This is an optimization exercise on Yosys and OpenROAD, whose aim is small area, not a production implementation. Function was checked by simulation only, so behaviour that the tests miss may differ from the original. Power figures rest on the tool's default switching activity, not on a simulated workload.

Design top_fft_iter, start of the top module:
module top_fft_iter (
	input  wire        CLK,
	input  wire        RST,
	input  wire        EN,
	input  wire [15:0] i_DATA_R,
	input  wire [15:0] i_DATA_I,
	input  wire        i_WR_DATA,
	input  wire        IN_FIFO_RST,
	output wire        FULL,
	output wire [15:0] o_DATA_R,
	output wire [15:0] o_DATA_I,
	output wire        VALID
);
	localparam S_WAIT = 2'd0, S_RD = 2'd1, S_DLY = 2'd3, S_WR = 2'd2;
	reg  [1:0] state;
	reg  [6:0] counter;
	reg        last_lay;
	wire       busy     = (state != S_WAIT);
	wire       st_rd    = (state == S_RD);
	wire       st_dly   = (state == S_DLY);
	wire       st_wr    = (state == S_WR);
	wire       first_lay;
	always @(posedge CLK) begin
		if (RST)
			state <= S_WAIT;
		else if (EN) begin
			case (state)
				S_WAIT: if (first_lay) state <= S_RD;
				S_RD:   state <= S_DLY;
				S_DLY:  state <= S_WR;
				default: state <= (counter == 7'd82) ? S_WAIT : S_RD;
			endcase
		end
	end
	always @(posedge CLK) begin
		if (!busy)
			counter <= 7'd0;
		else if (st_rd)
			counter <= counter + 7'd1;
	end
	always @(posedge CLK) begin
		if (!busy)
			last_lay <= 1'b0;
		else if (counter == 7'd67)
			last_lay <= 1'b1;
	end
	reg  [5:0] iw, ir;
	reg        ifull, iempty;
	reg        block_reg, first_reg;
	assign first_lay = first_reg | block_reg;
	wire   tmp_full  = first_lay | ifull;
	wire   in_rst    = RST | (IN_FIFO_RST & ~block_reg);
	wire   in_we     = i_WR_DATA & ~tmp_full;
	wire [5:0] iw_next = in_we ? iw + 6'd1 : iw;
  ...
For scale: ~3400 flip-flops, ~0.13 sq mm of cells after synthesis.
==> flow/config.mk <==
export PLATFORM = sky130hd
export DESIGN_NAME = top_fft_iter
export DESIGN_NICKNAME = top_fft_iter
export VERILOG_FILES = /design/flow/design.v
export SDC_FILE = /design/flow/constraint.sdc
export NUM_CORES = 4
export LEC_CHECK = 0
export CAP_MARGIN = 10
export CORE_MARGIN = 2
export CORE_UTILIZATION = 50
export CTS_BUF_LIST = sky130_fd_sc_hd__clkbuf_8
export CTS_CLUSTER_DIAMETER = 60
export CTS_CLUSTER_SIZE = 16
export SLEW_MARGIN = 10
==> flow/constraint.sdc <==
create_clock -name core_clock -period 9.0 [get_ports {CLK}]
set_input_delay 1.8000 -clock core_clock [delete_from_list [all_inputs] [get_ports {CLK}]]
set_output_delay 1.8000 -clock core_clock [all_outputs]
set_load 0.01 [all_outputs]
standard.sh (not shown) runs the stock make flow with config.mk's settings and CLKGATE_MAP_FILE= SYNTH_SCRIPT=/design/flow/synth_recipe.tcl, a recipe that flattens the netlist after the stock synthesis.
==> flow/flow/run.sh <==
#!/bin/bash
# The standard layout (standard.sh: the standard flow's synthesis, floorplan, placement,
# CTS, routing), with one change: clock tree synthesis inserts no dummy
# loads and uses the clustering given here.
set -euo pipefail
export CTS_ARGS="-sink_clustering_enable -repair_clock_nets -dont_use_dummy_load -sink_clustering_size 16 -sink_clustering_max_diameter 60 -buf_list sky130_fd_sc_hd__clkbuf_8"
bash standard.sh > standard.log 2>&1
Rerun with:
--- a/flow/design.v
+++ b/flow/design.v
@@ -290,24 +290,31 @@
 	always @(posedge CLK) begin
 		if (st_dly) yr <= bf_o;
 		if (st_wr)  xr <= bf_o;
 	end
 	wire        h3_wr  = (h3 < 7'd64) | (h3 == 7'd81);
 	wire        h3_out = (h3[6:4] == 3'd4);
 	wire        wr_we  = h3_wr & ((st_dly & ~RST) | st_wr);
 	wire [4:0]  wr_wa  = st_dly ? addr_b(h3) : addr_a(h3);
 	wire [31:0] bf_wd  = st_dly ? yr : xr;
-	wire [4:0]  in_wa = {iw[0], iw[1], iw[2], iw[3], iw[4]};
 	reg  [31:0] ifm [0:31];
+	integer m;
 	reg  [31:0] wrm [0:31];
-	always @(posedge CLK) if (in_we) ifm[in_wa] <= {i_DATA_R, i_DATA_I};
+	always @(posedge CLK) begin
+		if (in_we) begin
+			for (m = 31; m > 0; m = m - 1)
+				ifm[m] <= ifm[m-1];
+			ifm[0] <= {i_DATA_R, i_DATA_I};
+		end
+	end
 	always @(posedge CLK) if (wr_we) wrm[wr_wa] <= bf_wd;
-	wire [31:0] if_sel = 32'd1 << if_addr;
+	wire [4:0]  if_pos = ~{if_addr[0], if_addr[1], if_addr[2], if_addr[3], if_addr[4]};
+	wire [31:0] if_sel = 32'd1 << if_pos;
 	wire [31:0] wr_sel = 32'd1 << wr_addr;
 	reg  [31:0] if_rd_r, wr_rd_r;
 	integer n;
 	always @(*) begin
 		if_rd_r = 32'd0;
 		wr_rd_r = 32'd0;
 		for (n = 0; n < 32; n = n + 1) begin
 			if_rd_r = if_rd_r | ({32{if_sel[n]}} & ifm[n]);
 			wr_rd_r = wr_rd_r | ({32{wr_sel[n]}} & wrm[n]);
Clock skew increases by 0.0046 ns. Via count fell by a few percent. Maximum frequency falls slightly. Global-route usage goes down by 1.6 points. Total power increases slightly. Worst setup slack got worse by 0.033 ns.

## what the ideal ports hide
No port has a modelled driver above. Below, the same layouts with a new extraction and two added sets of constraints. Step 1 assumes that a clkbuf_16 drives the clock port and a buf_2 every other input. Step 2 times the ports against the registers' clock, not the clock port: input delays grow and output delays shrink by t, the midpoint of the rising clock arrivals with the driver on. a / b / c = no drivers / after step 1 / after step 2; a / b = the first two.
| run | shift t [ns] | setup WS [ns] | worst hold slack (ns) | worst register clock-pin slew, ns | worst data-port slew with drivers (ns) |
|---|---|---|---|---|---|
| the first run | 1.097 | 0.544 / 0.544 / 0.544 | 0.355 / 0.355 / 0.355 | 0.11 / 0.11 | 0.18 |
| the second run | 1.140 | 0.510 / 0.510 / 0.510 | 0.311 / 0.311 / 0.311 | 0.11 / 0.11 | 0.10 |
After both steps every run listed still meets setup and hold.
